This is an optimization exercise on Yosys and OpenROAD, whose aim is small area, not a production implementation. RTL that was checked went through simulation tests only; none was proved equivalent to the original. The flow treats the clock pin as an ideal source, which a real chip does not have.

## 12-18
==> module bs_timing, before the edit <==
module bs_timing(
    input  wire clk, reset,
    output wire game_tick, refresh_tick, active, hsync,
    output reg  [3:0] hc,
    output reg  [2:0] vc,
    output reg  vs
);
    reg [4:0] j10;           
    reg [4:0] c32;           
    reg [6:0] vr;            
    reg [2:0] r7;            
    wire j_is2 = j10[1] & ~j10[2];
    wire j_is7 = j10[2] & ~j10[1];
    wire j_is9 = j10[4] & ~j10[3];
    wire j_ge5 = j10[4];
    wire j_le8 = ~j_is9;
    wire c32_w = j_is9 & (&c32);
    wire hc_w  = c32_w & (hc == 4'd9);
    wire v_end = (vc == 3'd6) && (vr == 7'd44);
    wire vr_w  = (vr == 7'd79) || v_end;
    always @(posedge clk) begin
        if (reset) begin
            j10 <= 5'b00111;       
            c32 <= 5'd0; hc <= 4'd0;
            vr <= 7'd0; vc <= 3'd0; r7 <= 3'b001; vs <= 1'b0;
        end else begin
            j10 <= {j10[3:0], ~j10[4]};
            r7  <= {r7[1:0], r7[2] ^ r7[1]};
            if (j_is9) c32 <= c32 + 5'd1;
            if (c32_w) hc <= (hc == 4'd9) ? 4'd0 : hc + 4'd1;
            if (hc_w) begin
                vr <= vr_w ? 7'd0 : vr + 7'd1;
                if (vr_w) vc <= v_end ? 3'd0 : vc + 3'd1;
            end
            vs <= (vc == 3'd6) && (vr == 7'd33 || vr == 7'd34);
        end
    end
    assign hsync = ((hc == 4'd8) && ((c32 > 5'd6) || (c32 == 5'd6 && j_ge5))) ||
                   ((hc == 4'd9) && ((c32 < 5'd12) || (c32 == 5'd12 && j_le8)));
    assign game_tick = j_is2 && (c32[3:0] == 4'd8) &&
                       (c32[4] ? (hc == 4'd3 || hc == 4'd8) : (hc == 4'd1 || hc == 4'd6));
    assign refresh_tick = j_is7 && (r7 == 3'b100);
    assign active = (hc < 4'd6) && (vc < 3'd6);
endmodule
clock: 10.0 ns
lec_check: 0
cap_margin: 20
core_margin: 2
core_utilization: 60
slew_margin: 20
standard.sh (not shown) runs the stock make flow with config.mk's settings and CLKGATE_MAP_FILE= SYNTH_SCRIPT=/design/flow/synth_recipe.tcl, a recipe that flattens the netlist after the stock synthesis.
==> flow/flow/run.sh <==
#!/bin/bash
# Own layout flow: the standard synthesis and ORFS flow, with
#  - the combinational logic of the synthesised netlist remapped for area by
#    yosys/abc (&deepsyn, several seeds in parallel, the smallest kept); the
#    registers are untouched black boxes;
#  - synthesis buffers removed and every logic cell set to its smallest drive
#    strength (POST_SYNTH hook); timing is repaired by the standard steps;
#  - port buffers of the smallest buffer cell; tie cells shared, not one per pin;
#  - CTS without dummy loads, with small clock buffers, each then downsized
#    while the flip-flop clock-pin slews stay below 110 ps (POST_CTS hook).
set -euo pipefail
W=$(pwd)
R="$W/orfs/results/sky130hd/top/base"
# liberty without the platform's dont-use cells
python3 "$W/flow/striplib.py" "$FLOW_HOME/platforms/sky130hd/lib/sky130_fd_sc_hd__tt_025C_1v80.lib" "$W/rmp.lib" 'lpflow|probe' > "$W/log_striplib.txt" 2>&1
KNOBS=(
  "POST_SYNTH_TCL=$W/flow/post_synth.tcl"
  "POST_CTS_TCL=$W/flow/post_cts.tcl"
  "SKIP_REPAIR_TIE_FANOUT=1"
  "BUFFER_PORTS_ARGS=-buffer_cell sky130_fd_sc_hd__buf_1"
  "CTS_ARGS=-sink_clustering_enable -repair_clock_nets -dont_use_dummy_load -buf_list {sky130_fd_sc_hd__clkbuf_2 sky130_fd_sc_hd__clkbuf_4 sky130_fd_sc_hd__clkbuf_8}"
)
bash standard.sh "${KNOBS[@]}" "$R/1_2_yosys.v" > "$W/log_synth_yosys.txt" 2>&1
cp "$R/1_2_yosys.v" "$W/std_1_2_yosys.v"

mkdir -p "$W/remap"
best=""; best_area=""
for s in 1 2 3 4; do
  printf 'strash\n&get -n\n&deepsyn -T 20 -S %s\n&dch -f\n&nf -R 1000\n&put\ntopo\n' "$s" > "$W/remap/s$s.abc"
  sed -e "s|@LIB@|$W/rmp.lib|g" -e "s|@IN@|$W/std_1_2_yosys.v|" -e "s|@TOP@|$FLOW_TOP|" \
      -e "s|@SCRIPT@|$W/remap/s$s.abc|" -e "s|@STAT@|$W/remap/s$s.stat|" -e "s|@OUT@|$W/remap/s$s.v|" \
      "$W/flow/remap.ys.in" > "$W/remap/s$s.ys"
  yosys -s "$W/remap/s$s.ys" > "$W/log_remap_s$s.txt" 2>&1 &
done
wait
for s in 1 2 3 4; do
  a=$(grep -o "Chip area for module '\\\\$FLOW_TOP': [0-9.]*" "$W/remap/s$s.stat" | awk '{print $NF}' || true)
  echo "seed $s area $a" >> "$W/log_remap_pick.txt"
  if [[ -n "$a" && -s "$W/remap/s$s.v" ]]; then
    if [[ -z "$best" ]] || awk -v a="$a" -v b="$best_area" 'BEGIN{exit !(a<b)}'; then best=$s; best_area=$a; fi
  fi
done
echo "picked seed $best area $best_area" >> "$W/log_remap_pick.txt"
if [[ -n "$best" ]]; then cp "$W/remap/s$best.v" "$R/1_2_yosys.v"; fi

bash standard.sh "${KNOBS[@]}" synth > "$W/log_synth.txt" 2>&1
bash standard.sh "${KNOBS[@]}" finish > "$W/log_finish.txt" 2>&1
Other scripts of this flow, unchanged in this note and not shown: flow/flow/post_cts.tcl, flow/flow/post_synth.tcl, flow/flow/remap.ys.in, flow/flow/striplib.py
Changes in 03-27 relative to 12-18:
-- flow/design.v --
<<< 12-18, line 17
    wire c32_w = j_is9 & (&c32);
    wire hc_w  = c32_w & (hc == 4'd9);
    wire v_end = (vc == 3'd6) && (vr == 7'd44);
    wire vr_w  = (vr == 7'd79) || v_end;
    always @(posedge clk) begin
        if (reset) begin
            j10 <= 5'b00111;       
            c32 <= 5'd0; hc <= 4'd0;
            vr <= 7'd0; vc <= 3'd0; r7 <= 3'b001; vs <= 1'b0;
        end else begin
            j10 <= {j10[3:0], ~j10[4]};
>>> 03-27, line 17
    wire c32_w = j_is9 & (&c32);
    wire hc_w  = c32_w & (hc == 4'd9);
    wire v_end = (vc == 3'd6) && (vr == 7'd92);
    wire vr_w  = (&vr) || v_end;
    always @(posedge clk) begin
        if (reset) begin
            j10 <= 5'b00111;       
            c32 <= 5'd0; hc <= 4'd0;
            vr <= 7'd48; vc <= 3'd0; r7 <= 3'b001; vs <= 1'b0;
        end else begin
            j10 <= {j10[3:0], ~j10[4]};
<<< 12-18, line 30
            if (c32_w) hc <= (hc == 4'd9) ? 4'd0 : hc + 4'd1;
            if (hc_w) begin
                vr <= vr_w ? 7'd0 : vr + 7'd1;
                if (vr_w) vc <= v_end ? 3'd0 : vc + 3'd1;
            end
            vs <= (vc == 3'd6) && (vr == 7'd33 || vr == 7'd34);
        end
    end
>>> 03-27, line 30
            if (c32_w) hc <= (hc == 4'd9) ? 4'd0 : hc + 4'd1;
            if (hc_w) begin
                vr <= vr_w ? 7'd48 : vr + 7'd1;
                if (vr_w) vc <= v_end ? 3'd0 : vc + 3'd1;
            end
            vs <= (vc == 3'd6) && (vr == 7'd81 || vr == 7'd82);
        end
    end
## What came out
- Proportion of cell area occupied by registers across 03-27 and 12-18: no real change.
- Weighted congestion reported at the end of routability-driven placement, 03-27 and 12-18, higher one = 12-18.
- Higher total routing usage reported by global routing among 03-27 and 12-18: 03-27
- In 03-27 the cell area after placement turned out 21 sq um higher than in 12-18.
- Compared to 12-18, 03-27 has clock transition at the register clock pins on the worst setup and hold paths after CTS 0.02 ns higher.
- Via count went down by a few percent going from 12-18 to 03-27.
- 03-27: post-layout minimum cycle time 0.068 ns below 12-18
- Compared with 12-18, 03-27 shows a met1 usage that is 0.87 points higher.
- [diff] maximum clock frequency, 03-27 relative to 12-18: improvement
Only the layout flow was run in 03-27; the RTL was not checked for function there.

-- port drivers added, routing unchanged --
The results above use ideal ports. As a check the final layouts listed here were re-extracted and re-timed, cells and wires unchanged. Step 1 assumes that a clkbuf_16 drives the clock port and a buf_2 every other input. Step 2 adds t to the input delays and takes it off the output delays; t is the mean of the earliest and latest rising clock arrival at the registers after step 1. Input paths then give back, and output paths get back, about the clock's delay inside the block. a / b / c = ideal / step 1 / step 2; a / b = the first two.
run	shift t [ns]	slack for setup (ns)	hold slack, ns	worst data-port slew with drivers (ns)	pins driven straight from the clock port
12-18	0.853	4.945 / 4.913 / 5.766	0.409 / 0.409 / 0.409	0.03	1
03-27	0.843	5.014 / 4.983 / 5.826	0.416 / 0.416 / 0.416	0.04	1
After both steps every run listed still meets setup and hold.
